Background: an optimization exercise with open tools, aiming at small area and few clock cycles per item. Do not read the settings as production practice.
At most, simulation tests tie the RTL to the original design; equivalence was not proved.
Function not checked in run 1: the RTL went through the layout flow alone.
Power and IR drop assume default switching activity.

==> flow/design.v <==
module pcx_top (
	clk,
	rst_l,
	spc0_pcx_req_pq,
	spc0_pcx_atom_pq,
	spc0_pcx_data_pa,
	spc1_pcx_req_pq,
	spc1_pcx_atom_pq,
	spc1_pcx_data_pa,
	spc2_pcx_req_pq,
	spc2_pcx_atom_pq,
	spc2_pcx_data_pa,
	spc3_pcx_req_pq,
	spc3_pcx_atom_pq,
	spc3_pcx_data_pa,
	spc4_pcx_req_pq,
	spc4_pcx_atom_pq,
	spc4_pcx_data_pa,
	spc5_pcx_req_pq,
	spc5_pcx_atom_pq,
	spc5_pcx_data_pa,
	spc6_pcx_req_pq,
	spc6_pcx_atom_pq,
	spc6_pcx_data_pa,
	spc7_pcx_req_pq,
	spc7_pcx_atom_pq,
	spc7_pcx_data_pa,
	sctag0_pcx_stall_pq,
	sctag1_pcx_stall_pq,
	sctag2_pcx_stall_pq,
	sctag3_pcx_stall_pq,
	io_pcx_stall_pq,
	pcx_spc0_grant_px,
	pcx_spc1_grant_px,
	pcx_spc2_grant_px,
	pcx_spc3_grant_px,
	pcx_spc4_grant_px,
	pcx_spc5_grant_px,
	pcx_spc6_grant_px,
	pcx_spc7_grant_px,
	pcx_sctag0_data_rdy_px1,
	pcx_sctag0_atm_px1,
	pcx_sctag0_data_px2,
	pcx_sctag1_data_rdy_px1,
	pcx_sctag1_atm_px1,
	pcx_sctag1_data_px2,
	pcx_sctag2_data_rdy_px1,
	pcx_sctag2_atm_px1,
	pcx_sctag2_data_px2,
	pcx_sctag3_data_rdy_px1,
	pcx_sctag3_atm_px1,
	pcx_sctag3_data_px2,
	pcx_fpio_data_rdy_px2,
	pcx_fpio_data_px2,
	pcx_io_data_rdy_px2,
	pcx_io_data_px2
);
input clk;
input rst_l;
input [4:0] spc0_pcx_req_pq;
input spc0_pcx_atom_pq;
input [123:0] spc0_pcx_data_pa;
input [4:0] spc1_pcx_req_pq;
input spc1_pcx_atom_pq;
input [123:0] spc1_pcx_data_pa;
input [4:0] spc2_pcx_req_pq;
input spc2_pcx_atom_pq;
input [123:0] spc2_pcx_data_pa;
input [4:0] spc3_pcx_req_pq;
input spc3_pcx_atom_pq;
input [123:0] spc3_pcx_data_pa;
input [4:0] spc4_pcx_req_pq;
input spc4_pcx_atom_pq;
input [123:0] spc4_pcx_data_pa;
input [4:0] spc5_pcx_req_pq;
input spc5_pcx_atom_pq;
input [123:0] spc5_pcx_data_pa;
input [4:0] spc6_pcx_req_pq;
input spc6_pcx_atom_pq;
input [123:0] spc6_pcx_data_pa;
input [4:0] spc7_pcx_req_pq;
input spc7_pcx_atom_pq;
input [123:0] spc7_pcx_data_pa;
input sctag0_pcx_stall_pq;
input sctag1_pcx_stall_pq;
input sctag2_pcx_stall_pq;
input sctag3_pcx_stall_pq;
input io_pcx_stall_pq;
output [4:0] pcx_spc0_grant_px;
output [4:0] pcx_spc1_grant_px;
output [4:0] pcx_spc2_grant_px;
output [4:0] pcx_spc3_grant_px;
output [4:0] pcx_spc4_grant_px;
output [4:0] pcx_spc5_grant_px;
output [4:0] pcx_spc6_grant_px;
output [4:0] pcx_spc7_grant_px;
output pcx_sctag0_data_rdy_px1;
output pcx_sctag0_atm_px1;
output [123:0] pcx_sctag0_data_px2;
output pcx_sctag1_data_rdy_px1;
output pcx_sctag1_atm_px1;
output [123:0] pcx_sctag1_data_px2;
output pcx_sctag2_data_rdy_px1;
output pcx_sctag2_atm_px1;
output [123:0] pcx_sctag2_data_px2;
output pcx_sctag3_data_rdy_px1;
output pcx_sctag3_atm_px1;
output [123:0] pcx_sctag3_data_px2;
output pcx_fpio_data_rdy_px2;
output [123:0] pcx_fpio_data_px2;
output pcx_io_data_rdy_px2;
output [123:0] pcx_io_data_px2;
localparam NS = 8;
localparam ND = 5;
localparam W  = 124;
wire [NS*5-1:0] req_in = {spc7_pcx_req_pq, spc6_pcx_req_pq, spc5_pcx_req_pq, spc4_pcx_req_pq,
                          spc3_pcx_req_pq, spc2_pcx_req_pq, spc1_pcx_req_pq, spc0_pcx_req_pq};
wire [NS-1:0]   atom_in = {spc7_pcx_atom_pq, spc6_pcx_atom_pq, spc5_pcx_atom_pq, spc4_pcx_atom_pq,
                           spc3_pcx_atom_pq, spc2_pcx_atom_pq, spc1_pcx_atom_pq, spc0_pcx_atom_pq};
wire [NS*W-1:0] din = {spc7_pcx_data_pa, spc6_pcx_data_pa, spc5_pcx_data_pa, spc4_pcx_data_pa,
                       spc3_pcx_data_pa, spc2_pcx_data_pa, spc1_pcx_data_pa, spc0_pcx_data_pa};
wire [ND-1:0]   stall_in = {io_pcx_stall_pq, sctag3_pcx_stall_pq, sctag2_pcx_stall_pq,
                            sctag1_pcx_stall_pq, sctag0_pcx_stall_pq};
reg  [NS*ND-1:0] rp;         
reg  [NS*ND-1:0] c1;         
reg  [NS*ND-1:0] c2;
reg  [NS*ND-1:0] af;         
wire [NS*ND-1:0] wp = rp ^ c1;    
wire [NS*ND-1:0] sel;        
wire [NS*ND-1:0] gnt;        
reg  [NS*ND-1:0] w1;         
reg  [NS-1:0]    w1s;
reg  [NS-1:0]    w1a;        
reg  [NS*ND-1:0] w2;         
reg  [NS-1:0]    w2s;
wire [NS*ND*W*2-1:0] ent;    
wire [ND*W-1:0]  dout;       
wire [ND-1:0]    rdy_b, atm_b, rdy_f;
wire [NS*3-1:0]  gsum;
genvar s, t, d;
generate
  for (s = 0; s < NS; s = s + 1) begin : src
    wire [ND-1:0] rq = req_in[s*5 +: 5];
    wire [ND-1:0] gs = gnt[s*ND +: ND];
    assign gsum[s*3 +: 3] = gs[0] + gs[1] + gs[2] + gs[3] + gs[4];
    always @(posedge clk) begin
      w1[s*ND +: ND] <= rq;
      w1s[s] <= |(rq & wp[s*ND +: ND]);
      w1a[s] <= atom_in[s];
      w2[s*ND +: ND] <= w1a[s] ? w1[s*ND +: ND] : {ND{1'b0}};
      w2s[s] <= ~w1s[s];
    end
    for (d = 0; d < ND; d = d + 1) begin : dst
      localparam integer I = s*ND + d;
      wire r  = rq[d];
      wire a  = atom_in[s];
      wire g  = sel[I];
      wire [1:0] cnt   = {c2[I], c1[I]};
      wire [1:0] cnt_n = cnt - {1'b0, g} + (r ? (a ? 2'd2 : 2'd1) : 2'd0);
      always @(posedge clk or negedge rst_l)
        if (!rst_l) begin
          rp[I] <= 1'b0; c1[I] <= 1'b0; c2[I] <= 1'b0;
        end else begin
          c1[I] <= cnt_n[0];
          c2[I] <= cnt_n[1];
          if (g) rp[I] <= ~rp[I];
        end
      always @(posedge clk)
        if (r)      af[I] <= a & ~g;
        else if (g) af[I] <= 1'b0;
      wire we0 = (w1[I] & ~w1s[s]) | (w2[I] & ~w2s[s]);
      wire we1 = (w1[I] &  w1s[s]) | (w2[I] &  w2s[s]);
      reg [W-1:0] e0, e1;
      always @(posedge clk) begin
        if (we0) e0 <= din[s*W +: W];
        if (we1) e1 <= din[s*W +: W];
      end
      assign ent[(I*2+0)*W +: W] = e0;
      assign ent[(I*2+1)*W +: W] = e1;
    end
  end
  wire [NS*NS-1:0] le;       
  for (s = 0; s < NS; s = s + 1) begin : lsf
    assign le[s*NS+s] = 1'b1;
    for (t = s + 1; t < NS; t = t + 1) begin : pr
      reg  signed [2:0] df;
      wire signed [4:0] nx = df + $signed({2'b00, gsum[s*3 +: 3]}) - $signed({2'b00, gsum[t*3 +: 3]});
      always @(posedge clk or negedge rst_l)
        if (!rst_l)           df <= 3'sd0;
        else if (nx > 5'sd3)  df <= 3'sd3;
        else if (nx < -5'sd3) df <= -3'sd3;
        else                  df <= nx[2:0];
      assign le[s*NS+t] = (df <= 3'sd0);
      assign le[t*NS+s] = (df >= 3'sd0);
    end
  end
  for (d = 0; d < ND; d = d + 1) begin : arb
    wire [NS-1:0] avail;     
    wire [NS-1:0] afh;       
    wire [NS-1:0] rph;       
    for (s = 0; s < NS; s = s + 1) begin : col
      wire booked = c1[s*ND+d] | c2[s*ND+d];
      assign avail[s] = booked | req_in[s*5+d];
      assign rph[s]   = rp[s*ND+d];
      assign afh[s]   = booked ? af[s*ND+d] : atom_in[s];
    end
    reg  [NS-1:0] lockv;     
    reg  [NS-1:0] last;      
    wire [NS-1:0] elig = stall_in[d] ? {NS{1'b0}} : ((|lockv) ? lockv : avail);
    wire [NS-1:0] least;
    for (s = 0; s < NS; s = s + 1) begin : lst
      assign least[s] = elig[s] & &(le[s*NS +: NS] | ~elig);
    end
    wire [NS-1:0] e2 = (|least) ? least : elig;
    wire [NS-1:0] hi = e2 & ~(({last[NS-2:0],1'b0}) - 1'b1) & ~last;
    wire [NS-1:0] pick_hi = hi & (~hi + 1'b1);
    wire [NS-1:0] pick_lo = e2 & (~e2 + 1'b1);
    wire [NS-1:0] win = (|hi) ? pick_hi : pick_lo;
    for (s = 0; s < NS; s = s + 1) begin : gn
      assign sel[s*ND+d] = win[s];
    end
    wire any = |win;
    wire watm = |(win & afh);
    wire wslot = |(win & rph);
    wire [2:0] wsrc = {|(win & 8'hf0), |(win & 8'hcc), |(win & 8'haa)};
    reg  [NS-1:0] g1;
    reg  v2, a2, v3;
    reg  [2:0] src1, src2;
    reg  sl1, sl2, a1;
    reg  [NS*2-1:0] osel;
    always @(posedge clk or negedge rst_l)
      if (!rst_l) begin
        lockv <= {NS{1'b0}};
        last  <= {{(NS-1){1'b0}}, 1'b1};
        g1 <= {NS{1'b0}};
        v2 <= 1'b0; v3 <= 1'b0;
      end else begin
        if (any) begin
          lockv <= watm ? win : {NS{1'b0}};
          last  <= win;
        end
        g1 <= win;
        v2 <= |g1;
        v3 <= v2;
      end
    always @(posedge clk) begin
      src1 <= wsrc; sl1 <= wslot; a1 <= watm;
      src2 <= src1; sl2 <= sl1;   a2 <= a1;
    end
    for (s = 0; s < NS; s = s + 1) begin : dec
      always @(posedge clk) begin
        osel[s*2+0] <= (src2 == s) & ~sl2;
        osel[s*2+1] <= (src2 == s) &  sl2;
      end
      assign gnt[s*ND+d] = g1[s];
    end
    wire [(NS*2+1)*W-1:0] acc;
    assign acc[W-1:0] = {W{1'b0}};
    for (s = 0; s < NS*2; s = s + 1) begin : orr
      assign acc[(s+1)*W +: W] = acc[s*W +: W] | ({W{osel[s]}} & ent[((s/2)*ND*2 + d*2 + (s%2))*W +: W]);
    end
    assign dout[d*W +: W] = acc[NS*2*W +: W];
    assign rdy_b[d] = v2;
    assign atm_b[d] = a2;
    assign rdy_f[d] = v3;
  end
endgenerate
assign {pcx_spc7_grant_px, pcx_spc6_grant_px, pcx_spc5_grant_px, pcx_spc4_grant_px,
        pcx_spc3_grant_px, pcx_spc2_grant_px, pcx_spc1_grant_px, pcx_spc0_grant_px} = gnt;
assign pcx_sctag0_data_rdy_px1 = rdy_b[0];
assign pcx_sctag1_data_rdy_px1 = rdy_b[1];
assign pcx_sctag2_data_rdy_px1 = rdy_b[2];
assign pcx_sctag3_data_rdy_px1 = rdy_b[3];
assign pcx_sctag0_atm_px1 = atm_b[0];
assign pcx_sctag1_atm_px1 = atm_b[1];
assign pcx_sctag2_atm_px1 = atm_b[2];
assign pcx_sctag3_atm_px1 = atm_b[3];
assign pcx_sctag0_data_px2 = dout[0*W +: W];
assign pcx_sctag1_data_px2 = dout[1*W +: W];
assign pcx_sctag2_data_px2 = dout[2*W +: W];
assign pcx_sctag3_data_px2 = dout[3*W +: W];
assign pcx_fpio_data_rdy_px2 = rdy_f[4];
assign pcx_io_data_rdy_px2   = rdy_f[4];
assign pcx_fpio_data_px2 = dout[4*W +: W];
assign pcx_io_data_px2   = dout[4*W +: W];
endmodule
==> flow/run.sh <==
#!/bin/bash
# synth_recipe.tcl (not shown) runs the flow's synth.tcl, then flattens the netlist and writes it again
# the make line also repeats each setting of config.mk as NAME=value (left out here)
make -C /OpenROAD-flow-scripts/flow DESIGN_CONFIG=/design/flow/config.mk WORK_HOME=/design/flow/orfs CLKGATE_MAP_FILE= SYNTH_SCRIPT=/design/flow/synth_recipe.tcl finish
==> flow/config.mk <==
export PLATFORM = sky130hd
export DESIGN_NAME = pcx_top
export DESIGN_NICKNAME = pcx_top
export VERILOG_FILES = /design/flow/design.v
export SDC_FILE = /design/flow/constraint.sdc
export NUM_CORES = 8
export LEC_CHECK = 0
export CAP_MARGIN = 30
export CORE_MARGIN = 2
export CORE_UTILIZATION = 40
export SLEW_MARGIN = 50
==> flow/constraint.sdc <==
create_clock -name core_clock -period 5.5 [get_ports {clk}]
set_input_delay 1.1000 -clock core_clock [delete_from_list [all_inputs] [get_ports {clk}]]
set_output_delay 1.1000 -clock core_clock [all_outputs]
set_load 0.01 [all_outputs]
==> results of run 1 <==
## state kept, by name, summed over array words and instances, names as in the netlist, 15 cells and up
| signal | flops |
|---|---|
| src.dst.e1 | 4960 |
| lsf.pr.df | 84 |
| arb.osel | 80 |
| arb.lockv | 40 |
| arb.src2 | 15 |
| w1 | 40 |
| arb.last | 40 |
| arb.src1 | 15 |
| c1 | 40 |
| src.dst.e0 | 4960 |
| af | 40 |
| w2 | 40 |
| rp | 40 |
| c2 | 40 |
| arb.g1 | 40 |
## per-layer routing
layer,track usage (%),up-vias
li1,-,95500
met1,50.0,141000
met2,56.6,33400
met3,18.5,7870
met4,30.6,180
met5,0.563,-
## synth_stat cells (58+ instances only)
library cell,number,area share [%]
a21o_1,78,0.15
a21oi_1,157,0.20
a221oi_1,2485,5.6
a22o_1,2509,5.7
a22oi_1,118,0.23
buf_1,230,0.22
buf_4,128,0.25
clkbuf_1,1020,0.98
dfrtp_1,325,2.1
dfxtp_1,232,1.2
edfxtp_1,9960,77
fa_1,100,0.51
ha_1,233,0.75
inv_1,490,0.47
nand2_1,197,0.19
nand2b_1,112,0.18
nand3_1,92,0.12
nand4_1,655,1.1
nor2_1,269,0.26
nor3_1,98,0.13
o21ai_0,113,0.15
o22ai_1,62,0.10
o31ai_1,58,0.11
xnor2_1,219,0.49
xor2_1,81,0.18
## timing repair
item,4_1_cts,5_1_grt
setup buffers,0,0
hold endpoints to repair,42,0
hold buffers,1,0
## metrics by stage
| step | area, µm² | util (%) | std cells | setup WS [ns] | total power (W) |
|---|---|---|---|---|---|
| 6_report | 474000 | 48.9 | 38300 | -0.0862 | 0.309 |
| 3_5_place_dp | 438000 | 45.1 | 35800 | -0.300 | 0.229 |
| 4_1_cts | 473000 | 48.7 | 37800 | 0.0915 | 0.302 |
| 5_1_grt | 474000 | 48.8 | 38100 | 0.0714 | 0.312 |
| 2_1_floorplan | 389000 | - | 20900 | -1.69 | 0.159 |
| 3_3_place_gp | 434000 | 44.7 | 35600 | -0.358 | 0.227 |
## how the worst min path moves through the flow
stage	startpoint	to	slack [ns]	cells after the start
2_1_floorplan	arb[0].a1$_DFF_P_	arb[0].a2$_DFF_P_	0.31	0
3_3_place_gp	arb[4].src1[1]$_DFF_P_	arb[4].src2[1]$_DFF_P_	0.32	0
3_5_place_dp	arb[4].src1[1]$_DFF_P_	arb[4].src2[1]$_DFF_P_	0.32	0
4_1_cts	arb[2].src1[2]$_DFF_P_	arb[2].src2[2]$_DFF_P_	0.29	0
5_1_grt	arb[2].src1[2]$_DFF_P_	arb[2].src2[2]$_DFF_P_	0.28	0
6_report	arb[2].src1[2]$_DFF_P_	arb[2].src2[2]$_DFF_P_	0.26	0
## kinds of logic after synthesis
logic type	Yosys count	synth area share, %
multiplexers	31	0.0846
AND/OR/NAND/NOR	1776	2.61
adder cells (fa/ha/maj)	333	1.26
buffers and inverters	1911	1.98
XOR/XNOR	300	0.676
flip-flops	10500	80.2
AO/OA/AOI/OAI	5993	13.1
## worst reg2reg max path, cell delays in order (launching register included)
cell and delay, ns:
dfrtp_1 0.64, fa_1 0.66, inv_1 0.06, fa_1 0.36, inv_1 0.06, ha_1 0.51
inv_1 0.46, fa_1 0.63, inv_1 0.05, ha_1 0.32, a21oi_1 0.20, nor2b_1 0.07
o31ai_1 0.45, nand3_1 0.13, a21o_1 0.21
## power by group
group	switching (W)	internal, W	leakage [nW]
registers	0.00745	0.107	101
logic	0.0836	0.0375	41.8
clock network	0.0325	0.0416	17.1
total	0.124	0.186	160
## layout make-up
cell class | count | area (µm²)
inverters | 496 | 1860
clock inverters | 590 | 5360
flip-flops and latches | 10500 | 312000
clock buffers | 1382 | 29500
repair buffers | 3484 | 37500
diodes | 506 | 1270
multi-input cells | 8433 | 70300
well taps | 12900 | 16200
fillers | 79700 | 496000
==> flow_metrics.py, run 1 <==
metrics = {
    "outcome": {
        "status": "failed layout checks",
        "so_faults": "setup timing",
    },
    "route": {
        "drc": 0,
        "via_per_inst": 7.26,
        "drt_iter0_markers": 61700,
        "first_pass_iters": 9,
        "wl_um": 2070000,
        "num_vias": 278000,
        "routedWlPerCell_um": 54.1,
        "wl_met2_um": 838000,
        "wl_met1_um": 671000,
        "wl_met3_um": 365000,
        "detail-route-antenna-nets": 0,
        "top_layer_used": "met5",
    },
    "clock_tree": {
        "clk_pin_slew_worst_paths_ns": 0.06,
        "cts_tree": "yes",
        "clock_latency_ns": 1.20,
        "ctsResizeCount": 0,
        "clockRootBuffer": "clkbuf_16",
        "cts_sinks": 10500,
        "htreeDepth": 7,
        "clk_path_buf_depth": 5,
        "numCtsBuffers": 1108,
    },
    "yosys": {
        "synth_edf_count": 9960,
        "synth_cells": 20900,
        "async_flop_share_pct": 3.14,
        "synth.avg_cell_area_um2": 18.6,
        "ys_ff_latch": 10500,
        "syn_area_mm2": 0.389,
        "synth.distinct_cells": 113,
        "ys.flop_type": "edfxtp_1",
        "syn-num-nets": 22200,
        "yosys_warnings": 1,
        "seq_area_frac_synth_pct": 80.2,
    },
    "floorplan": {
        "rows": 362,
        "dieArea_mm2": 0.980,
        "floorplan.initialDensity_pct": 40.1,
        "die_y_um": 990,
        "die_x_um": 990,
        "design.core.area_mm2": 0.970,
        "ios": 1841,
    },
    "global_routing": {
        "grt_usage_pct": 40.9,
        "gr-total-overflow": 0,
        "grt_pass1_wl_um": 2620000,
        "antenna_found_initial": 618,
        "first_global_vias": 253000,
        "grt_max_degree": 96,
    },
    "pwr": {
        "irDropWorstVdd_uv": 546,
        "cellPowerDensity_mw_per_mm2": 653,
        "leakage_nw": 160,
    },
    "sta": {
        "fmax_mhz": 179,
        "grt_setup_unrepaired": "false",
        "maxSlewHeadroom_pct": 32.2,
        "final-setup-viol-count": 5,
        "maxSlewViolCount": 0,
        "setup_ws_ns": -0.0862,
        "tns_ns": -0.240,
        "finalHoldViolCount": 0,
        "fin_crit_sh_pct": 102,
        "fin_crit_ns": 5.59,
        "tightestPinTransition_ns": 1.02,
        "skew_ns": 0.160,
        "whs_ns": 0.264,
    },
    "placement": {
        "gp_congestion": 0.981,
        "dp_hpwl_um": 1350000,
        "port_buffers": 1840,
    },
    "critical_path": {
        "cp-startpoint": "arb[4].osel[4]$_DFF_P_",
        "r2r_end": "lsf[0].pr[1].df[0]$_DFF_PN0_",
        "path_delay_family": "buffers and inverters",
        "crit_top_cell": "buf_4",
        "reg2reg_slack_ns": 0.56,
        "rr_worst_depth": 14,
        "critPathKind": "register to primary output",
        "crit_slowest_cell": "dfxtp_4",
        "worst_setup_path_end_kind": "primary output",
        "path_cells": "buf_4, buf_4, a221oi_1, nand4_1, clkdlybuf4s50_1",
        "cp-endpoint": "pcx_fpio_data_px2[77]",
        "worstPathArrival_ns": 4.49,
        "path_depth": 5,
        "critPathMaxStageDelay_ns": 0.88,
        "path_buf_inv": 3,
        "crit_required_ns": 4.40,
        "critPathMaxFanout": 17,
        "startpoint_type": "register",
        "r2r-start": "arb[0].g1[0]$_DFF_PN0_",
    },
    "flow_run": {
        "maxCapViolCount": 0,
    },
    "cells_and_area": {
        "layout_common_cells": "edfxtp_1 (9960), a22o_1 (2509), a221oi_1 (2481)",
        "nNetsFinal": 25400,
        "layout_commonest_cell": "edfxtp_1",
        "syn_to_final_growth_pct": 22.0,
        "drive_gt1_share_pct": 14.9,
    },
    "worst_hold_path": {
        "min_path_type": "register to register",
    },
}
==> run 2, diff against run 1 <==
--- a/flow/design.v
+++ b/flow/design.v
@@ -121,6 +121,9 @@
                        spc3_pcx_data_pa, spc2_pcx_data_pa, spc1_pcx_data_pa, spc0_pcx_data_pa};
 wire [ND-1:0]   stall_in = {io_pcx_stall_pq, sctag3_pcx_stall_pq, sctag2_pcx_stall_pq,
                             sctag1_pcx_stall_pq, sctag0_pcx_stall_pq};
+reg [ND-1:0] stall_r;
+always @(posedge clk)
+  stall_r <= stall_in;
 reg  [NS*ND-1:0] rp;         
 reg  [NS*ND-1:0] c1;         
 reg  [NS*ND-1:0] c2;
@@ -128,28 +131,27 @@
 wire [NS*ND-1:0] wp = rp ^ c1;    
 wire [NS*ND-1:0] sel;        
 wire [NS*ND-1:0] gnt;        
-reg  [NS*ND-1:0] w1;         
+reg  [NS*ND-1:0] w1;
 reg  [NS-1:0]    w1s;
-reg  [NS-1:0]    w1a;        
-reg  [NS*ND-1:0] w2;         
-reg  [NS-1:0]    w2s;
+reg  [NS-1:0]    w1a;
 wire [NS*ND*W*2-1:0] ent;    
 wire [ND*W-1:0]  dout;       
 wire [ND-1:0]    rdy_b, atm_b, rdy_f;
-wire [NS*3-1:0]  gsum;
+wire [NS-1:0]    anyreq;     
 genvar s, t, d;
 generate
   for (s = 0; s < NS; s = s + 1) begin : src
     wire [ND-1:0] rq = req_in[s*5 +: 5];
-    wire [ND-1:0] gs = gnt[s*ND +: ND];
-    assign gsum[s*3 +: 3] = gs[0] + gs[1] + gs[2] + gs[3] + gs[4];
-    always @(posedge clk) begin
-      w1[s*ND +: ND] <= rq;
-      w1s[s] <= |(rq & wp[s*ND +: ND]);
-      w1a[s] <= atom_in[s];
-      w2[s*ND +: ND] <= w1a[s] ? w1[s*ND +: ND] : {ND{1'b0}};
-      w2s[s] <= ~w1s[s];
-    end
+    assign anyreq[s] = |rq;
+    always @(posedge clk)
+      if (w1a[s]) begin
+        w1s[s] <= ~w1s[s];
+        w1a[s] <= 1'b0;
+      end else begin
+        w1[s*ND +: ND] <= rq;
+        w1s[s] <= |(rq & wp[s*ND +: ND]);
+        w1a[s] <= atom_in[s] & |rq;
+      end
     for (d = 0; d < ND; d = d + 1) begin : dst
       localparam integer I = s*ND + d;
       wire r  = rq[d];
@@ -168,8 +170,8 @@
       always @(posedge clk)
         if (r)      af[I] <= a & ~g;
         else if (g) af[I] <= 1'b0;
-      wire we0 = (w1[I] & ~w1s[s]) | (w2[I] & ~w2s[s]);
-      wire we1 = (w1[I] &  w1s[s]) | (w2[I] &  w2s[s]);
+      wire we0 = w1[I] & ~w1s[s];
+      wire we1 = w1[I] &  w1s[s];
       reg [W-1:0] e0, e1;
       always @(posedge clk) begin
         if (we0) e0 <= din[s*W +: W];
@@ -179,19 +181,31 @@
       assign ent[(I*2+1)*W +: W] = e1;
     end
   end
+  wire idle = ~|{c1, c2, anyreq};
+  wire [NS-1:0] top;
+  wire [NS*8-1:0] rc;
+  for (s = 0; s < NS; s = s + 1) begin : lsf
+    reg [7:0] n;
+    always @(posedge clk or negedge rst_l)
+      if (!rst_l)
+        n <= 8'd0;
+      else if (idle)
+        n <= 8'd0;
+      else
+        n <= {n[7] & ~&top, n[6:0]} + {7'd0, anyreq[s] & ~&n};
+    assign top[s] = n[7];
+    assign rc[s*8 +: 8] = n;
+  end
   wire [NS*NS-1:0] le;       
-  for (s = 0; s < NS; s = s + 1) begin : lsf
-    assign le[s*NS+s] = 1'b1;
-    for (t = s + 1; t < NS; t = t + 1) begin : pr
-      reg  signed [2:0] df;
-      wire signed [4:0] nx = df + $signed({2'b00, gsum[s*3 +: 3]}) - $signed({2'b00, gsum[t*3 +: 3]});
-      always @(posedge clk or negedge rst_l)
-        if (!rst_l)           df <= 3'sd0;
-        else if (nx > 5'sd3)  df <= 3'sd3;
-        else if (nx < -5'sd3) df <= -3'sd3;
-        else                  df <= nx[2:0];
-      assign le[s*NS+t] = (df <= 3'sd0);
-      assign le[t*NS+s] = (df >= 3'sd0);
+  for (s = 0; s < NS; s = s + 1) begin : cmp
+    for (t = 0; t < NS; t = t + 1) begin : pr
+      if (t == s) begin : eq
+        assign le[s*NS+t] = 1'b1;
+      end else if (t > s) begin : lo
+        assign le[s*NS+t] = rc[s*8 +: 8] <= rc[t*8 +: 8];
+      end else begin : hi
+        assign le[s*NS+t] = ~le[t*NS+s] | (rc[s*8 +: 8] == rc[t*8 +: 8]);
+      end
     end
   end
   for (d = 0; d < ND; d = d + 1) begin : arb
@@ -204,15 +218,22 @@
       assign rph[s]   = rp[s*ND+d];
       assign afh[s]   = booked ? af[s*ND+d] : atom_in[s];
     end
-    reg  [NS-1:0] lockv;     
-    reg  [NS-1:0] last;      
-    wire [NS-1:0] elig = stall_in[d] ? {NS{1'b0}} : ((|lockv) ? lockv : avail);
+    reg  [2:0] src1;         
+    reg  lock;               
+    reg  v1, sl1;
+    wire [NS-1:0] last = 8'd1 << src1;
+    wire [NS-1:0] elig = stall_r[d] ? {NS{1'b0}} : (lock ? last : avail);
     wire [NS-1:0] least;
     for (s = 0; s < NS; s = s + 1) begin : lst
       assign least[s] = elig[s] & &(le[s*NS +: NS] | ~elig);
     end
-    wire [NS-1:0] e2 = (|least) ? least : elig;
-    wire [NS-1:0] hi = e2 & ~(({last[NS-2:0],1'b0}) - 1'b1) & ~last;
+    reg  [3:0] fc;
+    reg  [2:0] rrp;
+    wire fair = &fc & ~lock;
+    wire [NS-1:0] e2 = (fair | ~|least) ? elig : least;
+    wire [NS-1:0] rrbase = 8'd1 << (fair ? rrp : src1);
+    wire [NS-1:0] above = ~((rrbase << 1) - 1'b1);
+    wire [NS-1:0] hi = e2 & above;
     wire [NS-1:0] pick_hi = hi & (~hi + 1'b1);
     wire [NS-1:0] pick_lo = e2 & (~e2 + 1'b1);
     wire [NS-1:0] win = (|hi) ? pick_hi : pick_lo;
@@ -223,36 +244,31 @@
     wire watm = |(win & afh);
     wire wslot = |(win & rph);
     wire [2:0] wsrc = {|(win & 8'hf0), |(win & 8'hcc), |(win & 8'haa)};
-    reg  [NS-1:0] g1;
-    reg  v2, a2, v3;
-    reg  [2:0] src1, src2;
-    reg  sl1, sl2, a1;
+    reg  v2;
     reg  [NS*2-1:0] osel;
     always @(posedge clk or negedge rst_l)
       if (!rst_l) begin
-        lockv <= {NS{1'b0}};
-        last  <= {{(NS-1){1'b0}}, 1'b1};
-        g1 <= {NS{1'b0}};
-        v2 <= 1'b0; v3 <= 1'b0;
+        src1 <= 3'd0; lock <= 1'b0;
+        fc <= 4'd0; rrp <= 3'd0;
+        v1 <= 1'b0; v2 <= 1'b0;
       end else begin
         if (any) begin
-          lockv <= watm ? win : {NS{1'b0}};
-          last  <= win;
+          src1 <= wsrc;
+          lock <= watm;
         end
-        g1 <= win;
-        v2 <= |g1;
-        v3 <= v2;
-      end
-    always @(posedge clk) begin
-      src1 <= wsrc; sl1 <= wslot; a1 <= watm;
-      src2 <= src1; sl2 <= sl1;   a2 <= a1;
-    end
+        if (any & ~lock) fc <= fc + 4'd1;
+        if (any & fair) rrp <= wsrc;
+        v1 <= any;
+        v2 <= v1;
+      end
+    always @(posedge clk)
+      sl1 <= wslot;
     for (s = 0; s < NS; s = s + 1) begin : dec
       always @(posedge clk) begin
-        osel[s*2+0] <= (src2 == s) & ~sl2;
-        osel[s*2+1] <= (src2 == s) &  sl2;
-      end
-      assign gnt[s*ND+d] = g1[s];
+        osel[s*2+0] <= (src1 == s) & ~sl1;
+        osel[s*2+1] <= (src1 == s) &  sl1;
+      end
+      assign gnt[s*ND+d] = v1 & (src1 == s);
     end
     wire [(NS*2+1)*W-1:0] acc;
     assign acc[W-1:0] = {W{1'b0}};
@@ -260,9 +276,9 @@
       assign acc[(s+1)*W +: W] = acc[s*W +: W] | ({W{osel[s]}} & ent[((s/2)*ND*2 + d*2 + (s%2))*W +: W]);
     end
     assign dout[d*W +: W] = acc[NS*2*W +: W];
-    assign rdy_b[d] = v2;
-    assign atm_b[d] = a2;
-    assign rdy_f[d] = v3;
+    assign rdy_b[d] = v1;
+    assign atm_b[d] = lock;
+    assign rdy_f[d] = v2;
   end
 endgenerate
 assign {pcx_spc7_grant_px, pcx_spc6_grant_px, pcx_spc5_grant_px, pcx_spc4_grant_px,
==> flow/flow/run.sh (new file) <==
#!/bin/bash
# Own flow: the standard layout (standard.sh, unchanged synthesis), with
# two layout choices the flow settings cannot express:
#   * the port buffers are sky130_fd_sc_hd__buf_2 instead of the default
#     delay cell (every input and output port still gets its own buffer);
#   * clock tree synthesis without dummy loads, with larger sink clusters.
# Each tool's full output stays in orfs/logs/; make's own output in make.log.
set -euo pipefail
bash standard.sh \
  "BUFFER_PORTS_ARGS=-buffer_cell sky130_fd_sc_hd__buf_2" \
  "CTS_ARGS=-sink_clustering_enable -repair_clock_nets -sink_clustering_size 25 -sink_clustering_max_diameter 70 -dont_use_dummy_load" \
  finish > make.log 2>&1
==> flow/standard.sh (new file) <==
#!/bin/bash
# synth_recipe.tcl (not shown) runs the flow's synth.tcl, then flattens the netlist and writes it again
# the make line also repeats each setting of config.mk as NAME=value (left out here)
make -C /OpenROAD-flow-scripts/flow DESIGN_CONFIG=/design/flow/config.mk WORK_HOME=/design/flow/orfs CLKGATE_MAP_FILE= SYNTH_SCRIPT=/design/flow/synth_recipe.tcl "${@:-finish}"
--- a/flow/config.mk
+++ b/flow/config.mk
@@ -7,5 +7,5 @@
 export LEC_CHECK = 0
 export CAP_MARGIN = 30
 export CORE_MARGIN = 2
-export CORE_UTILIZATION = 40
+export CORE_UTILIZATION = 50
 export SLEW_MARGIN = 50
removed: flow/run.sh
==> run 2 against run 1 <==
Now clean on timing, DRC and antenna. Critical path depth up 18. Design area decreased by 8.4%. Clock power fell by 42%. Clock skew down 0.058 ns. Core utilization increased by 8.3 points. Count of clock-buffer cells in the layout fell by 824. Largest cell class unchanged.
==> flow_metrics.py, run 2 <==
metrics = {
    "outcome": {
        "status": "timing/DRC/antenna clean",
    },
    "cells_and_area": {
        "final_cells": 33700,
        "num-fill-cells": 57600,
        "drive_gt1_share_pct": 19.6,
        "nNetsFinal": 24200,
        "top_regs": "src.dst.e0 (4960), src.dst.e1 (4960), arb.osel (80)",
        "layout_commonest_cell": "edfxtp_1",
        "syn_to_final_growth_pct": 13.8,
        "layout_common_cells": "edfxtp_1 (10000), a22o_1 (2494), a221oi_1 (2487)",
    },
    "floorplan": {
        "die_y_um": 878,
        "die_x_um": 878,
        "rows": 320,
        "ios": 1841,
        "dieArea_mm2": 0.771,
        "design.core.area_mm2": 0.760,
        "floorplan.initialDensity_pct": 50.2,
    },
    "yosys": {
        "synth.distinct_cells": 122,
        "yosys_warnings": 1,
        "yosys.area.top_type": "edfxtp_1",
        "ys.flop_type": "edfxtp_1",
        "syn_area_mm2": 0.382,
        "synth.avg_cell_area_um2": 19.0,
        "syn-num-nets": 21500,
        "synth_top_area_share_pct": 78.7,
        "async_flop_share_pct": 2.37,
        "synth_common_cells": "edfxtp_1 (10000), a22o_1 (2494), a221oi_1 (2491)",
        "synth_cells": 20100,
        "synth.most_common_cell": "edfxtp_1",
        "synthTopCellsByArea": "edfxtp_1 (79%), a22o_1 (5.7%), a221oi_1 (5.7%)",
        "seq_area_frac_synth_pct": 80.8,
        "ys_ff_latch": 10400,
        "synth_edf_count": 10000,
    },
    "worst_hold_path": {
        "min_path_type": "input port to register",
        "hold_path_depth": 1,
    },
    "clock_tree": {
        "clockRootBuffer": "clkbuf_16",
        "cts_tree": "yes",
        "numCtsBuffers": 558,
        "clock_latency_ns": 1.21,
        "htreeDepth": 6,
        "clk_pin_slew_worst_paths_ns": 0.08,
        "clk_path_buf_depth": 4,
        "cts_sinks": 10400,
    },
    "global_routing": {
        "first_global_vias": 244000,
        "grt_usage_pct": 51.0,
        "antenna_found_initial": 611,
        "grt_max_degree": 100,
        "grt_pass1_wl_um": 2550000,
        "gr-total-overflow": 0,
    },
    "sta": {
        "fin_crit_sh_pct": 97.5,
        "whs_ns": 0.0632,
        "fmax_mhz": 187,
        "grt_setup_unrepaired": "true",
        "maxSlewViolCount": 0,
        "maxSlewHeadroom_pct": 27.2,
        "finalHoldViolCount": 0,
        "fin_crit_ns": 5.36,
        "tightestPinTransition_ns": 1.09,
        "final-setup-viol-count": 0,
        "setup_ws_ns": 0.140,
        "skew_ns": 0.102,
    },
    "critical_path": {
        "crit_top_cell": "buf_4",
        "path_depth": 23,
        "path_delay_family": "compound AO/OA/AOI/OAI gates",
        "crit_required_ns": 6.59,
        "worst_setup_path_end_kind": "register",
        "startpoint_type": "register",
        "path_cells": "inv_1, ha_1, a21oi_1, o21ai_0, buf_4, o22ai_2, buf_4, o22ai_1, nor4_2, buf_4, nor4_4, a211oi_2, o211ai_1, buf_4, nor4_2, o21ai_2, inv_2, ha_1, inv_1, ha_1, xnor2_1, xnor2_1, xnor2_1",
        "path_buf_inv": 7,
        "critPathMaxFanout": 6,
        "crit_slowest_cell": "o22ai_2",
        "worstPathArrival_ns": 6.45,
        "critPathMaxStageDelay_ns": 0.47,
        "critPathKind": "register to register",
        "rr_worst_depth": 23,
    },
    "placement": {
        "dp_hpwl_um": 1280000,
        "gp_congestion": 1.00,
        "pre_cts_ws_ns": -0.0765,
        "port_buffers": 1840,
        "dp_cells": 32400,
    },
    "route": {
        "drt_iter0_markers": 67100,
        "first_pass_iters": 10,
        "num_vias": 276000,
        "wl_um": 2020000,
        "routedWlPerCell_um": 60.1,
        "detail-route-antenna-nets": 0,
        "via_per_inst": 8.20,
        "drc": 0,
    },
    "pwr": {
        "irDropWorstVdd_uv": 540,
        "leakage_nw": 145,
        "cellPowerDensity_mw_per_mm2": 639,
    },
    "flow_run": {
        "maxCapViolCount": 0,
    },
}
run 2: cell count changes after synthesis, sizes merged, moves of 42 or more:
| cell | previous run | this run |
|---|---|---|
| nor2b | 49 | 91 |
| ha | 233 | 334 |
| a22oi | 118 | 20 |
| inv | 495 | 168 |
| dfrtp | 325 | 245 |
| clkbuf | 1021 | 939 |
| o31ai | 63 | 10 |
| dfxtp | 232 | 106 |
| nor3 | 99 | 55 |
| nor2 | 270 | 406 |
| nand4 | 658 | 704 |
| a21o | 78 | 21 |
| o211ai | 9 | 61 |
| fa | 100 | 0 |
run 2: layer usage:
metal  global-route usage, %  vias to the layer above  part of all wire, %
li1                        -                    91700                    -
met2                    68.4                    36300                   40
met1                    62.2                   139000                   31
met5                    2.22                        -                 0.14
met3                    24.6                     8789                   19
met4                    41.3                      214                   10
run 2: logic make-up (layout without fill, tap and decap cells):
group / Yosys count / count (layout) / synth area share (%)
buf+inv: 1498 / 4221 / 1.63
xor+xnor: 272 / 272 / 0.624
compound gates: 5727 / 5727 / 12.9
simple gates: 1877 / 1877 / 2.79
flops: 10400 / 10400 / 80.8
mux: 61 / 61 / 0.174
fa+ha+maj: 334 / 334 / 1.09
other cells: 0 / 687 / 0
run 2: timing repair:
action | 4_1_cts | 5_1_grt
hold buffers | 5 | 0
endpoints found under the setup margin | 14 | 87
gates resized for setup | 4 | 47
pin swaps | 0 | 10
hold endpoints to repair | 66 | 0
buffers inserted | 0 | 5
run 2: final timing paths:
check | startpoint | end | slack (ns)
setup / recovery | lsf[7].n[5]$_DFF_PN0_ | c2[16]$_DFF_PN0_ | 0.14
setup reg to reg | lsf[7].n[5]$_DFF_PN0_ | c2[16]$_DFF_PN0_ | 0.14
max in group asynchronous | rst_l | lsf[3].n[2]$_DFF_PN0_ | 3.84
min in group asynchronous | rst_l | rp[14]$_DFFE_PN0P_ | 0.45
hold reg to reg | arb[4].v1$_DFF_PN0_ | arb[4].v2$_DFF_PN0_ | 0.41
hold / removal | sctag3_pcx_stall_pq | stall_r[3]$_DFF_P_ | 0.06
run 2: cell type report:
type | instances | area (µm²) | area share [%]
timing repair buffer | 3495 | 28900 | 6.64
sequential | 10400 | 309000 | 71.1
antenna | 687 | 1720 | 0.396
multi-input combinational | 8271 | 67800 | 15.6
inverter | 168 | 638 | 0.147
clock buffer | 558 | 14000 | 3.21
tap | 10100 | 12700 | 2.92
run 2: through the flow:
step | power, W | setup TNS (ns) | util (%) | area (µm²)
after floorplan | 0.157 | -5063.00 | - | 382000
after CTS | 0.266 | 0 | 56.8 | 432000
final | 0.278 | 0 | 57.2 | 434000
after global placement | 0.223 | -2.46 | 54.3 | 413000
after detailed placement | 0.226 | -0.393 | 55.0 | 418000
after global routing | 0.277 | -0.173 | 57.1 | 434000
run 2: power breakdown:
group          total (W)  switching [W]  internal [W]
clock             0.0431         0.0250        0.0181
combinational      0.124         0.0899        0.0340
sequential         0.111        0.00658         0.104
total              0.278          0.122         0.156
Testbench counts of run 2, summed over its fixed seeds: cycles 3,820, packets 13,484.
==> run 3, diff against run 2 <==
--- a/flow/design.v
+++ b/flow/design.v
@@ -196,15 +196,15 @@
     assign top[s] = n[7];
     assign rc[s*8 +: 8] = n;
   end
-  wire [NS*NS-1:0] le;       
+  wire [NS*NS-1:0] le;
   for (s = 0; s < NS; s = s + 1) begin : cmp
     for (t = 0; t < NS; t = t + 1) begin : pr
       if (t == s) begin : eq
         assign le[s*NS+t] = 1'b1;
-      end else if (t > s) begin : lo
-        assign le[s*NS+t] = rc[s*8 +: 8] <= rc[t*8 +: 8];
-      end else begin : hi
-        assign le[s*NS+t] = ~le[t*NS+s] | (rc[s*8 +: 8] == rc[t*8 +: 8]);
+      end else begin : ne
+        reg r;
+        always @(posedge clk) r <= rc[s*8 +: 8] <= rc[t*8 +: 8];
+        assign le[s*NS+t] = r;
       end
     end
   end
--- a/flow/config.mk
+++ b/flow/config.mk
@@ -5,7 +5,7 @@
 export SDC_FILE = /design/flow/constraint.sdc
 export NUM_CORES = 8
 export LEC_CHECK = 0
-export CAP_MARGIN = 30
+export CAP_MARGIN = 20
 export CORE_MARGIN = 2
 export CORE_UTILIZATION = 50
-export SLEW_MARGIN = 50
+export SLEW_MARGIN = 20
==> run 3 against run 2 <==
The layout now fails its checks (slew limit, setup timing). Via count shrank 0.36%. Global-route usage shrank 0.65 points. Hold slack gained 0.061 ns. Clock skew grew 0.057 ns. Critical endpoint is now pcx_sctag3_data_px2[28]. Highest routed layer unchanged.
==> flow_metrics.py, run 3 <==
metrics = {
    "sta": {
        "tightestPinTransition_ns": 1.52,
        "maxSlewViolCount": 21,
        "fmax_mhz": 178,
        "maxSlewHeadroom_pct": -1.18,
        "fin_crit_sh_pct": 102,
        "setup_ws_ns": -0.109,
        "skew_ns": 0.160,
        "tns_ns": -0.424,
        "final-setup-viol-count": 8,
        "finalHoldViolCount": 0,
        "grt_setup_unrepaired": "false",
        "fin_crit_ns": 5.61,
    },
    "cells_and_area": {
        "nNetsFinal": 23700,
        "drive_gt1_share_pct": 17.1,
        "layout_common_cells": "edfxtp_1 (10000), a221oi_1 (2488), a22o_1 (2488)",
        "num-fill-cells": 58600,
        "final_cells": 33300,
        "syn_to_final_growth_pct": 11.7,
        "top_regs": "src.dst.e0 (4960), src.dst.e1 (4960), arb.osel (80)",
        "fin_area_mm2": 0.428,
        "layout_commonest_cell": "edfxtp_1",
    },
    "clock_tree": {
        "clk_path_buf_depth": 4,
        "cts_tree": "yes",
        "cts_sinks": 10400,
        "htreeDepth": 6,
        "clockRootBuffer": "clkbuf_16",
        "clk_pin_slew_worst_paths_ns": 0.10,
        "numCtsBuffers": 556,
        "clock_latency_ns": 1.25,
    },
    "global_routing": {
        "grt_usage_pct": 50.3,
        "grt_pass1_wl_um": 2520000,
        "antenna_found_initial": 653,
        "first_global_vias": 242000,
        "gr-total-overflow": 0,
        "grt_max_degree": 96,
    },
    "yosys": {
        "async_flop_share_pct": 2.35,
        "synth_fa_ha_area_share_pct": 0.996,
        "synth.distinct_cells": 105,
        "ys.flop_type": "edfxtp_1",
        "synth_edf_count": 10000,
        "synth_common_cells": "edfxtp_1 (10000), a221oi_1 (2488), a22o_1 (2488)",
        "synth.most_common_cell": "edfxtp_1",
        "yosys.area_share.simple_pct": 2.83,
        "seq_area_frac_synth_pct": 80.8,
        "synth-compound-area-share_pct": 12.9,
        "syn_area_mm2": 0.383,
        "synth.avg_cell_area_um2": 19.0,
        "synth_top_area_share_pct": 78.4,
        "synth_top_family_by_area": "compound AO/OA/AOI/OAI gates",
        "syn-num-nets": 21600,
        "synthTopCellsByArea": "edfxtp_1 (78%), a221oi_1 (5.7%), a22o_1 (5.7%)",
        "synth_cells": 20200,
        "yosys.area.top_type": "edfxtp_1",
        "synth-xor-area-share_pct": 0.615,
        "ys_ff_latch": 10400,
        "muxShareOfSynthArea_pct": 0.281,
        "yosys_warnings": 1,
    },
    "floorplan": {
        "die_y_um": 879,
        "die_x_um": 879,
        "dieArea_mm2": 0.774,
        "rows": 321,
        "design.core.area_mm2": 0.764,
        "ios": 1841,
        "floorplan.initialDensity_pct": 50.2,
    },
    "critical_path": {
        "worstPathArrival_ns": 4.51,
        "r2r_end": "arb[3].rrp[2]$_DFFE_PN0P_",
        "crit_required_ns": 4.40,
        "path_cells": "buf_4, a22o_1, a221oi_1, nand4_1, buf_2",
        "path_delay_family": "flip-flops",
        "reg2reg_slack_ns": 0.26,
        "worst_setup_path_end_kind": "primary output",
        "rr_worst_depth": 16,
        "critPathMaxFanout": 26,
        "critPathMaxStageDelay_ns": 1.14,
        "path_buf_inv": 2,
        "critPathKind": "register to primary output",
        "startpoint_type": "register",
        "crit_slowest_cell": "dfxtp_4",
        "r2r-start": "arb[3].src1[0]$_DFFE_PN0P_",
    },
    "route": {
        "num_vias": 275000,
        "drt_iter0_markers": 66400,
        "first_pass_iters": 9,
        "detail-route-antenna-nets": 0,
        "via_per_inst": 8.27,
        "routedWlPerCell_um": 60.2,
        "wl_um": 2000000,
        "drc": 0,
    },
    "pwr": {
        "p_int_w": 0.149,
        "clockPowerShare_pct": 16.4,
        "irDropWorstVdd_uv": 520,
        "seqPwrFrac_pct": 43.5,
        "p_sw_share_pct": 43.4,
        "finalPower_w": 0.263,
        "p_comb_share_pct": 40.1,
        "leakage_nw": 142,
        "cellPowerDensity_mw_per_mm2": 614,
        "switching_power_w": 0.114,
    },
    "worst_hold_path": {
        "min-delay-start": "sctag1_pcx_stall_pq",
        "hold_path_depth": 1,
        "min_path_type": "input port to register",
        "worst_hold_path.endpoint": "stall_r[1]$_DFF_P_",
    },
    "placement": {
        "dp_cells": 32000,
        "port_buffers": 1840,
        "dp_hpwl_um": 1210000,
        "place_area_mm2": 0.412,
        "gp_congestion": 0.981,
    },
    "outcome": {
        "status": "failed layout checks",
        "so_faults": "slew limit, setup timing",
    },
    "flow_run": {
        "maxCapViolCount": 0,
    },
}
run 3: cell count changes in the layout (fill, tap and decap cells not counted), sizes merged, moves of 56 or more:
cell	change
a2111oi	+73
a21oi	-58
buf	-539
dfxtp	+56
diode	+57
nor2	-84
run 3: through the flow:
step,utilization (%),setup WS [ns],hold slack [ns]
6_report,56.0,-0.109,0.124
5_1_grt,55.9,0.0192,0.106
4_1_cts,55.7,0.00916,0.0730
3_5_place_dp,53.9,-0.418,0.437
3_3_place_gp,53.9,-0.517,0.435
2_1_floorplan,-,-1.04,0.375
run 3: per-layer routing:
layer	GRT usage, %	part of all wire [%]	vias to the layer above
met5	1.84	0.15	-
met2	67.3	40	36700
li1	-	-	91100
met1	61.7	31	138000
met4	39.8	10	221
met3	24.7	19	9220
run 3: kinds of logic after synthesis:
kind of cell / after synthesis
XOR/XNOR: 269
adder cells (fa/ha/maj): 305
AO/OA/AOI/OAI: 5759
buffers and inverters: 1472
multiplexers: 102
flip-flops: 10400
AND/OR/NAND/NOR: 1898
run 3: how the worst max path moves through the flow:
stage                                               end                       start  cells past startpoint  slack, ns
after global routing            arb[3].lock$_DFFE_PN0P_  arb[3].src1[0]$_DFFE_PN0P_                     19       0.02
after global placement                 c2[13]$_DFF_PN0_          spc2_pcx_req_pq[3]                     18      -0.52
after floorplan           src[4].dst[3].e0[0]$_DFFE_PP_              w1s[4]$_DFF_P_                      2      -1.04
final                           pcx_sctag3_data_px2[28]      arb[3].osel[1]$_DFF_P_                      5      -0.11
after detailed placement               c2[13]$_DFF_PN0_          spc2_pcx_req_pq[3]                     18      -0.42
after CTS                     arb[3].rrp[2]$_DFFE_PN0P_  arb[3].src1[0]$_DFFE_PN0P_                     14      0.009
run 3: repair_timing:
action / CTS / global route
resized for setup: 0 / 10
hold buffers: 1 / 0
buffers inserted: 0 / 1
endpoints found under the hold margin: 22 / 0
endpoints found under the setup margin: 0 / 30
run 3: cell type report:
type	instances	area, µm²	share of cell area [%]
Timing Repair Buffer	2948	21100	4.93
Antenna cell	744	1860	0.435
Inverter	120	450	0.105
Tap cell	10200	12700	2.97
Multi-Input combinational cell	8333	67900	15.9
Clock buffer	556	13900	3.25
Sequential cell	10400	310000	72.4
run 3: power groups by stage:
stage	combinational [W]	clock [W]	sequential [W]
after floorplan	0.0411	0	0.112
after global placement	0.0970	0	0.115
after detailed placement	0.0973	0	0.115
after CTS	0.0976	0.0423	0.114
after global routing	0.102	0.0448	0.115
final	0.105	0.0431	0.114
Testbench counts of run 3, summed over its fixed seeds: cycles 3,822, packets 13,484.
==> run 4, diff against run 3 <==
--- a/flow/flow/run.sh
+++ b/flow/flow/run.sh
@@ -8,5 +8,5 @@
 set -euo pipefail
 bash standard.sh \
   "BUFFER_PORTS_ARGS=-buffer_cell sky130_fd_sc_hd__buf_2" \
-  "CTS_ARGS=-sink_clustering_enable -repair_clock_nets -sink_clustering_size 25 -sink_clustering_max_diameter 70 -dont_use_dummy_load" \
+  "CTS_ARGS=-sink_clustering_enable -repair_clock_nets -sink_clustering_size 30 -sink_clustering_max_diameter 60 -dont_use_dummy_load" \
   finish > make.log 2>&1
--- a/flow/config.mk
+++ b/flow/config.mk
@@ -7,5 +7,5 @@
 export LEC_CHECK = 0
 export CAP_MARGIN = 20
 export CORE_MARGIN = 2
-export CORE_UTILIZATION = 50
+export CORE_UTILIZATION = 55
 export SLEW_MARGIN = 20
==> run 4 against run 3 <==
The layout still fails its checks (slew limit, setup timing). Core utilization rose by 5.7 points. Clock power rose by 5.6%. Sequential share of layout area fell by 0.15 points. Power rose by 2.2%.
==> flow_metrics.py, run 4 <==
metrics = {
    "outcome": {
        "status": "failed layout checks",
        "so_faults": "slew limit, setup timing",
    },
    "yosys": {
        "synth.most_common_cell": "edfxtp_1",
        "synth_edf_count": 10000,
        "async_flop_share_pct": 2.35,
        "synth_common_cells": "edfxtp_1 (10000), a221oi_1 (2488), a22o_1 (2488)",
        "synthTopCellsByArea": "edfxtp_1 (78%), a221oi_1 (5.7%), a22o_1 (5.7%)",
        "synth.distinct_cells": 105,
        "syn_area_mm2": 0.383,
        "syn-num-nets": 21600,
        "yosys_warnings": 1,
        "synth_top_area_share_pct": 78.4,
        "synth_cells": 20200,
        "ys.flop_type": "edfxtp_1",
        "synth.avg_cell_area_um2": 19.0,
        "ys_ff_latch": 10400,
        "yosys.area.top_type": "edfxtp_1",
        "seq_area_frac_synth_pct": 80.8,
    },
    "critical_path": {
        "path_buf_inv": 2,
        "path_cells": "buf_4, a221oi_1, nand4_1, buf_2",
        "reg2reg_slack_ns": 0.31,
        "path_depth": 4,
        "crit_slowest_cell": "dfxtp_4",
        "crit_required_ns": 4.40,
        "worst_setup_path_end_kind": "primary output",
        "startpoint_type": "register",
        "worstPathArrival_ns": 4.48,
        "cp-startpoint": "arb[0].osel[8]$_DFF_P_",
        "r2r_end": "arb[3].fc[1]$_DFFE_PN0P_",
        "critPathMaxStageDelay_ns": 1.09,
        "r2r-start": "arb[3].src1[2]$_DFFE_PN0P_",
        "critPathMaxFanout": 27,
        "cp-endpoint": "pcx_sctag0_data_px2[36]",
        "rr_worst_depth": 16,
        "critPathKind": "register to primary output",
        "path_delay_family": "buffers and inverters",
    },
    "global_routing": {
        "antenna_found_initial": 640,
        "grt_pass1_wl_um": 2570000,
        "gr-total-overflow": 0,
        "first_global_vias": 245000,
        "grt_usage_pct": 56.8,
        "grt_max_degree": 97,
    },
    "sta": {
        "maxSlewHeadroom_pct": -25.3,
        "final-setup-viol-count": 5,
        "fin_crit_sh_pct": 101,
        "maxSlewViolCount": 44,
        "tightestPinTransition_ns": 1.88,
        "finalHoldViolCount": 0,
        "fin_crit_ns": 5.58,
        "grt_setup_unrepaired": "false",
        "skew_ns": 0.107,
        "fmax_mhz": 179,
        "setup_ws_ns": -0.0754,
    },
    "clock_tree": {
        "cts_tree": "yes",
        "numCtsBuffers": 622,
        "clk_path_buf_depth": 4,
        "post_cts_buffers": 0,
        "clock_latency_ns": 1.19,
        "cts_sinks": 10400,
        "htreeDepth": 6,
        "clk_pin_slew_worst_paths_ns": 0.09,
        "clockRootBuffer": "clkbuf_16",
    },
    "cells_and_area": {
        "top_regs": "src.dst.e0 (4960), src.dst.e1 (4960), arb.osel (80)",
        "nNetsFinal": 23800,
        "syn_to_final_growth_pct": 11.9,
        "drive_gt1_share_pct": 17.5,
        "final_util_pct": 61.7,
        "layout_commonest_cell": "edfxtp_1",
        "layout_common_cells": "edfxtp_1 (10000), a221oi_1 (2488), a22o_1 (2488)",
    },
    "floorplan": {
        "rows": 306,
        "ios": 1841,
        "die_y_um": 839,
        "dieArea_mm2": 0.703,
        "die_x_um": 839,
        "design.core.area_mm2": 0.695,
        "floorplan.initialDensity_pct": 55.2,
    },
    "pwr": {
        "irDropWorstVdd_uv": 673,
        "finalPower_w": 0.268,
        "cellPowerDensity_mw_per_mm2": 626,
        "leakage_nw": 143,
    },
    "route": {
        "detail-route-antenna-nets": 0,
        "routedWlPerCell_um": 63.1,
        "num_vias": 281000,
        "wl_um": 2050000,
        "via_per_inst": 8.65,
        "drc": 0,
        "drt_iter0_markers": 68300,
        "first_pass_iters": 13,
    },
    "placement": {
        "dp_hpwl_um": 1230000,
        "gp_congestion": 0.982,
        "port_buffers": 1840,
    },
    "worst_hold_path": {
        "min_path_type": "input port to register",
    },
    "flow_run": {
        "maxCapViolCount": 0,
    },
}
run 4: cell counts after synthesis:
No cell type changed its count.
run 4: where the power goes:
part / internal, W / total, W / switching, W
Sequential: 0.105 / 0.114 / 0.00968
Clock: 0.0201 / 0.0455 / 0.0254
Combinational: 0.0265 / 0.108 / 0.0819
Total: 0.151 / 0.268 / 0.117
run 4: cell families (layout without fill, tap and decap cells):
family | count (synthesis) | count (layout) | synth area share, %
flops | 10400 | 10400 | 80.8
compound gates | 5759 | 5759 | 12.9
simple gates | 1898 | 1898 | 2.83
buf+inv | 1472 | 3745 | 1.59
fa+ha+maj | 305 | 305 | 0.996
xor+xnor | 269 | 269 | 0.615
mux | 102 | 102 | 0.281
other cells | 0 | 717 | 0
run 4: what timing repair did:
| action | in CTS | in global routing |
|---|---|---|
| endpoints found under the hold margin | 55 | 0 |
| endpoints found under the setup margin | 0 | 18 |
| hold buffers | 1 | 0 |
| resized for setup | 0 | 6 |
run 4: worst register-to-register path: stages (launching register included):
cell and delay [ns]:
dfrtp_1 0.59, buf_4 0.30, nand3_1 0.32, a2111oi_0 0.47
a2111oi_0 0.14, nor3b_1 0.17, buf_4 0.14, a2111o_2 0.55
o32ai_1 0.51, buf_4 0.21, nand2_1 0.11, nand2_2 0.16
buf_4 0.16, a2111oi_4 0.06, or4_1 0.64, o21ai_2 0.23
mux2_4 0.31
run 4: through the flow:
stage / hold slack (ns) / area [µm²] / worst slack, ns / TNS (ns) / cells
4_1_cts: 0.0422 / 427000 / 0.150 / 0 / 31700
6_report: 0.0658 / 429000 / -0.0754 / -0.207 / 32400
5_1_grt: 0.0805 / 428000 / 0.0237 / 0 / 32200
3_3_place_gp: 0.429 / 411000 / -0.202 / -2.51 / 31100
2_1_floorplan: 0.375 / 383000 / -1.04 / -5063.00 / 20200
3_5_place_dp: 0.441 / 411000 / -0.146 / -1.24 / 31100
run 4: layout make-up:
cell class	instances	area, µm²
Tap cell	9240	11600
Clock buffer	622	15600
Antenna cell	717	1790
Multi-Input combinational cell	8333	67900
Inverter	120	450
Timing Repair Buffer	3003	21600
Sequential cell	10400	310000
Fill cell	49900	266000
run 4: how the worst min path moves through the flow:
stage                              from                   to  slack (ns)  cells past startpoint
floorplan           arb[4].v1$_DFF_PN0_  arb[4].v2$_DFF_PN0_        0.38                      0
global placement      w1a[3]$_SDFF_PP0_    w1a[3]$_SDFF_PP0_        0.43                      1
detailed placement    w1a[5]$_SDFF_PP0_    w1a[5]$_SDFF_PP0_        0.44                      1
CTS                 sctag1_pcx_stall_pq   stall_r[1]$_DFF_P_        0.04                      1
global route        sctag1_pcx_stall_pq   stall_r[1]$_DFF_P_        0.08                      1
finish              sctag1_pcx_stall_pq   stall_r[1]$_DFF_P_        0.07                      1
run 4: metal layers:
layer / vias up / global-route usage [%] / wire length (µm)
met3: 9812 / 30.7 / 406000
met4: 219 / 46.3 / 214000
li1: 91400 / - / -
met2: 38500 / 74.3 / 804000
met5: - / 3.65 / 3740
met1: 141000 / 68.8 / 619000
==> run 5, diff against run 4 <==
--- a/flow/design.v
+++ b/flow/design.v
@@ -113,6 +113,7 @@
 localparam NS = 8;
 localparam ND = 5;
 localparam W  = 124;
+localparam CW = 5;   
 wire [NS*5-1:0] req_in = {spc7_pcx_req_pq, spc6_pcx_req_pq, spc5_pcx_req_pq, spc4_pcx_req_pq,
                           spc3_pcx_req_pq, spc2_pcx_req_pq, spc1_pcx_req_pq, spc0_pcx_req_pq};
 wire [NS-1:0]   atom_in = {spc7_pcx_atom_pq, spc6_pcx_atom_pq, spc5_pcx_atom_pq, spc4_pcx_atom_pq,
@@ -183,18 +184,18 @@
   end
   wire idle = ~|{c1, c2, anyreq};
   wire [NS-1:0] top;
-  wire [NS*8-1:0] rc;
+  wire [NS*CW-1:0] rc;
   for (s = 0; s < NS; s = s + 1) begin : lsf
-    reg [7:0] n;
+    reg [CW-1:0] n;
     always @(posedge clk or negedge rst_l)
       if (!rst_l)
-        n <= 8'd0;
+        n <= {CW{1'b0}};
       else if (idle)
-        n <= 8'd0;
+        n <= {CW{1'b0}};
       else
-        n <= {n[7] & ~&top, n[6:0]} + {7'd0, anyreq[s] & ~&n};
-    assign top[s] = n[7];
-    assign rc[s*8 +: 8] = n;
+        n <= {n[CW-1] & ~&top, n[CW-2:0]} + {{(CW-1){1'b0}}, anyreq[s] & ~&n};
+    assign top[s] = n[CW-1];
+    assign rc[s*CW +: CW] = n;
   end
   wire [NS*NS-1:0] le;
   for (s = 0; s < NS; s = s + 1) begin : cmp
@@ -203,7 +204,7 @@
         assign le[s*NS+t] = 1'b1;
       end else begin : ne
         reg r;
-        always @(posedge clk) r <= rc[s*8 +: 8] <= rc[t*8 +: 8];
+        always @(posedge clk) r <= rc[s*CW +: CW] <= rc[t*CW +: CW];
         assign le[s*NS+t] = r;
       end
     end
--- a/flow/flow/run.sh
+++ b/flow/flow/run.sh
@@ -8,5 +8,5 @@
 set -euo pipefail
 bash standard.sh \
   "BUFFER_PORTS_ARGS=-buffer_cell sky130_fd_sc_hd__buf_2" \
-  "CTS_ARGS=-sink_clustering_enable -repair_clock_nets -sink_clustering_size 30 -sink_clustering_max_diameter 60 -dont_use_dummy_load" \
+  "CTS_ARGS=-sink_clustering_enable -repair_clock_nets -sink_clustering_size 25 -sink_clustering_max_diameter 70 -dont_use_dummy_load" \
   finish > make.log 2>&1
==> flow/config.mk (replaced) <==
export PLATFORM = sky130hd
export DESIGN_NAME = pcx_top
export DESIGN_NICKNAME = pcx_top
export VERILOG_FILES = /design/flow/design.v
export SDC_FILE = /design/flow/constraint.sdc
export NUM_CORES = 8
export LEC_CHECK = 0
export CAP_MARGIN = 30
export CORE_MARGIN = 2
export CORE_UTILIZATION = 50
export SLEW_MARGIN = 50
==> run 5 against run 4 <==
The run now finishes clean. Non-clock buffer count rose by 247. Critical path type unchanged. Synthesized cell count fell by 1.4%. Combinational power barely moved. Design area rose by 0.57%. Via count fell by 3.8%. Clock power fell by 5.5%. Highest routed layer unchanged. Global-route usage fell by 7.3 points. Largest power group unchanged. Setup slack improved by 0.21 ns.
==> flow_metrics.py, run 5 <==
metrics = {
    "pwr": {
        "switching_power_w": 0.114,
        "seqPwrFrac_pct": 42.1,
        "leakage_nw": 143,
        "p_sw_share_pct": 43.0,
        "p_int_w": 0.151,
        "clockPowerShare_pct": 16.2,
        "p_comb_share_pct": 41.8,
        "cellPowerDensity_mw_per_mm2": 616,
        "irDropWorstVdd_uv": 533,
    },
    "cells_and_area": {
        "syn_to_final_growth_pct": 13.3,
        "multi_input_area_mm2": 0.0661,
        "num-fill-cells": 57800,
        "layout_commonest_cell": "edfxtp_1",
        "layout_common_cells": "edfxtp_1 (10000), a221oi_1 (2483), a22o_1 (2481)",
        "seq_area_mm2": 0.309,
        "fin_area_mm2": 0.431,
        "drive_gt1_share_pct": 18.7,
        "top_regs": "src.dst.e0 (4960), src.dst.e1 (4960), arb.osel (80)",
        "nNetsFinal": 23600,
    },
    "placement": {
        "place_area_mm2": 0.415,
        "gp_congestion": 0.960,
        "port_buffers": 1840,
        "dp_hpwl_um": 1240000,
        "pre_cts_ws_ns": -0.225,
    },
    "yosys": {
        "synth_top_area_share_pct": 78.9,
        "ys_ff_latch": 10400,
        "synth_common_cells": "edfxtp_1 (10000), a221oi_1 (2484), a22o_1 (2481)",
        "synth_fa_ha_area_share_pct": 0.733,
        "synth.most_common_cell": "edfxtp_1",
        "muxShareOfSynthArea_pct": 0.212,
        "syn-num-nets": 21200,
        "yosys_warnings": 1,
        "synth_edf_count": 10000,
        "seq_area_frac_synth_pct": 81.2,
        "yosys.area.top_type": "edfxtp_1",
        "ys.flop_type": "edfxtp_1",
        "synth-xor-area-share_pct": 0.566,
        "yosys.area_share.simple_pct": 2.83,
        "synthTopCellsByArea": "edfxtp_1 (79%), a221oi_1 (5.7%), a22o_1 (5.7%)",
        "synth.avg_cell_area_um2": 19.1,
        "synth_cells": 19900,
        "async_flop_share_pct": 2.13,
        "synth.distinct_cells": 124,
        "synth-compound-area-share_pct": 12.9,
        "synth_top_family_by_area": "compound AO/OA/AOI/OAI gates",
        "syn_area_mm2": 0.381,
    },
    "clock_tree": {
        "clk_pin_slew_worst_paths_ns": 0.08,
        "numCtsBuffers": 554,
        "clockRootBuffer": "clkbuf_16",
        "cts_tree": "yes",
        "htreeDepth": 6,
        "clk_path_buf_depth": 4,
        "clock_latency_ns": 1.26,
        "cts_sinks": 10400,
        "post_cts_buffers": 0,
    },
    "worst_hold_path": {
        "min_path_type": "input port to register",
    },
    "sta": {
        "finalHoldViolCount": 0,
        "maxSlewHeadroom_pct": 31.1,
        "fin_crit_sh_pct": 97.6,
        "skew_ns": 0.152,
        "final-setup-viol-count": 0,
        "fin_crit_ns": 5.37,
        "maxSlewViolCount": 0,
        "grt_setup_unrepaired": "false",
        "setup_ws_ns": 0.133,
        "tightestPinTransition_ns": 1.03,
        "fmax_mhz": 186,
    },
    "global_routing": {
        "grt_max_degree": 109,
        "antenna_found_initial": 621,
        "grt_usage_pct": 49.6,
        "first_global_vias": 238000,
        "grt_pass1_wl_um": 2480000,
        "gr-total-overflow": 0,
    },
    "floorplan": {
        "die_y_um": 877,
        "ios": 1841,
        "floorplan.initialDensity_pct": 50.1,
        "rows": 320,
        "dieArea_mm2": 0.768,
        "die_x_um": 877,
        "design.core.area_mm2": 0.759,
    },
    "critical_path": {
        "crit_required_ns": 4.40,
        "critPathKind": "register to primary output",
        "critPathMaxFanout": 27,
        "startpoint_type": "register",
        "worstPathArrival_ns": 4.27,
        "worst_setup_path_end_kind": "primary output",
    },
    "route": {
        "first_pass_iters": 16,
        "wl_um": 1960000,
        "drt_iter0_markers": 64100,
        "drc": 0,
        "num_vias": 270000,
        "detail-route-antenna-nets": 0,
        "routedWlPerCell_um": 59.2,
        "via_per_inst": 8.13,
    },
    "outcome": {
        "status": "timing/DRC/antenna clean",
    },
    "flow_run": {
        "maxCapViolCount": 0,
    },
}
[run 5: cell types whose count changed in the layout (fill, tap and decap cells not counted), sizes merged, moves of 51 or more]
cell	previous run	this run
a21o	71	14
nand4	709	658
buf	3001	3242
o21a	5	63
ha	305	223
clkbuf	623	560
[run 5: through the flow]
| step | hold WS, ns | power [W] | util (%) | instances | setup TNS (ns) |
|---|---|---|---|---|---|
| floorplan | 0.374 | 0.153 | - | 19900 | -5063.00 |
| global placement | 0.430 | 0.212 | 54.0 | 31700 | -4.25 |
| detailed placement | 0.437 | 0.215 | 54.7 | 31900 | -0.638 |
| CTS | 0.0338 | 0.256 | 56.5 | 32500 | 0 |
| global route | 0.0666 | 0.265 | 56.7 | 32900 | 0 |
| finish | 0.0490 | 0.266 | 56.8 | 33200 | 0 |
[run 5: worst max-delay path: stages (launching register included)]
cell and delay [ns]:
dfxtp_4 0.51, buf_12 0.24, buf_16 0.18, buf_12 0.23, buf_12 0.29, a221oi_1 0.33, nand4_1 0.69, buf_2 0.39
[run 5: power groups by stage]
| stage | registers (W) | clock network [W] | logic [W] |
|---|---|---|---|
| 2_1_floorplan | 0.112 | 0 | 0.0414 |
| 3_3_place_gp | 0.115 | 0 | 0.0975 |
| 5_1_grt | 0.112 | 0.0445 | 0.108 |
| 3_5_place_dp | 0.113 | 0 | 0.102 |
| 6_report | 0.112 | 0.0430 | 0.111 |
| 4_1_cts | 0.111 | 0.0422 | 0.103 |
[run 5: logic make-up (layout without fill, tap and decap cells)]
family	after synthesis	after routing
flip-flops	10400	10400
AO/OA/AOI/OAI	5663	5663
AND/OR/NAND/NOR	1843	1843
buffers and inverters	1489	3940
XOR/XNOR	246	246
adder cells (fa/ha/maj)	223	223
multiplexers	77	77
other	0	672
[run 5: repair_timing]
| item | 4_1_cts | 5_1_grt |
|---|---|---|
| hold endpoints to repair | 79 | 0 |
| cloned | 0 | 0 |
| hold buffers | 1 | 0 |
| endpoints found under the setup margin | 1 | 4 |
| resized for setup | 1 | 3 |
[run 5: cell type report]
class,count,share of cell area [%]
well taps,10100,2.94
clock buffers,554,3.21
repair buffers,3250,6.28
flip-flops and latches,10400,71.7
inverters,136,0.118
diodes,672,0.390
multi-input cells,8052,15.3
[run 5: routing by layer]
layer	global-route usage, %	part of all wire (%)
met1	60.8	31
met2	67.0	40
met3	23.2	19
met4	40.0	10
met5	0.646	0.071
[run 5: worst paths after layout]
kind                                         start                        end  slack, ns  depth (start not counted)
min reg2reg                      w1a[6]$_SDFF_PP0_          w1a[6]$_SDFF_PP0_       0.45                          1
min                            sctag2_pcx_stall_pq         stall_r[2]$_DFF_P_       0.05                          1
max reg2reg                arb[1].lock$_DFFE_PN0P_  arb[1].rrp[2]$_DFFE_PN0P_       0.23                         15
max                         arb[4].osel[2]$_DFF_P_        pcx_io_data_px2[70]       0.13                          7
min in group asynchronous                    rst_l   arb[0].fc[0]$_DFFE_PN0P_       0.32                          2
max in group asynchronous                    rst_l      lsf[3].n[0]$_DFF_PN0_       4.21                          4
Testbench counts of run 5, summed over its fixed seeds: cycles 3,825, packets 13,484.

Setup slack of run 5, layout unchanged: 0.133 ns with ideal ports, -0.036 ns with driving cells assumed (clock clkbuf_16, inputs buf_2), -0.222 ns with port delays also shifted by the 1.351 ns mid clock arrival.
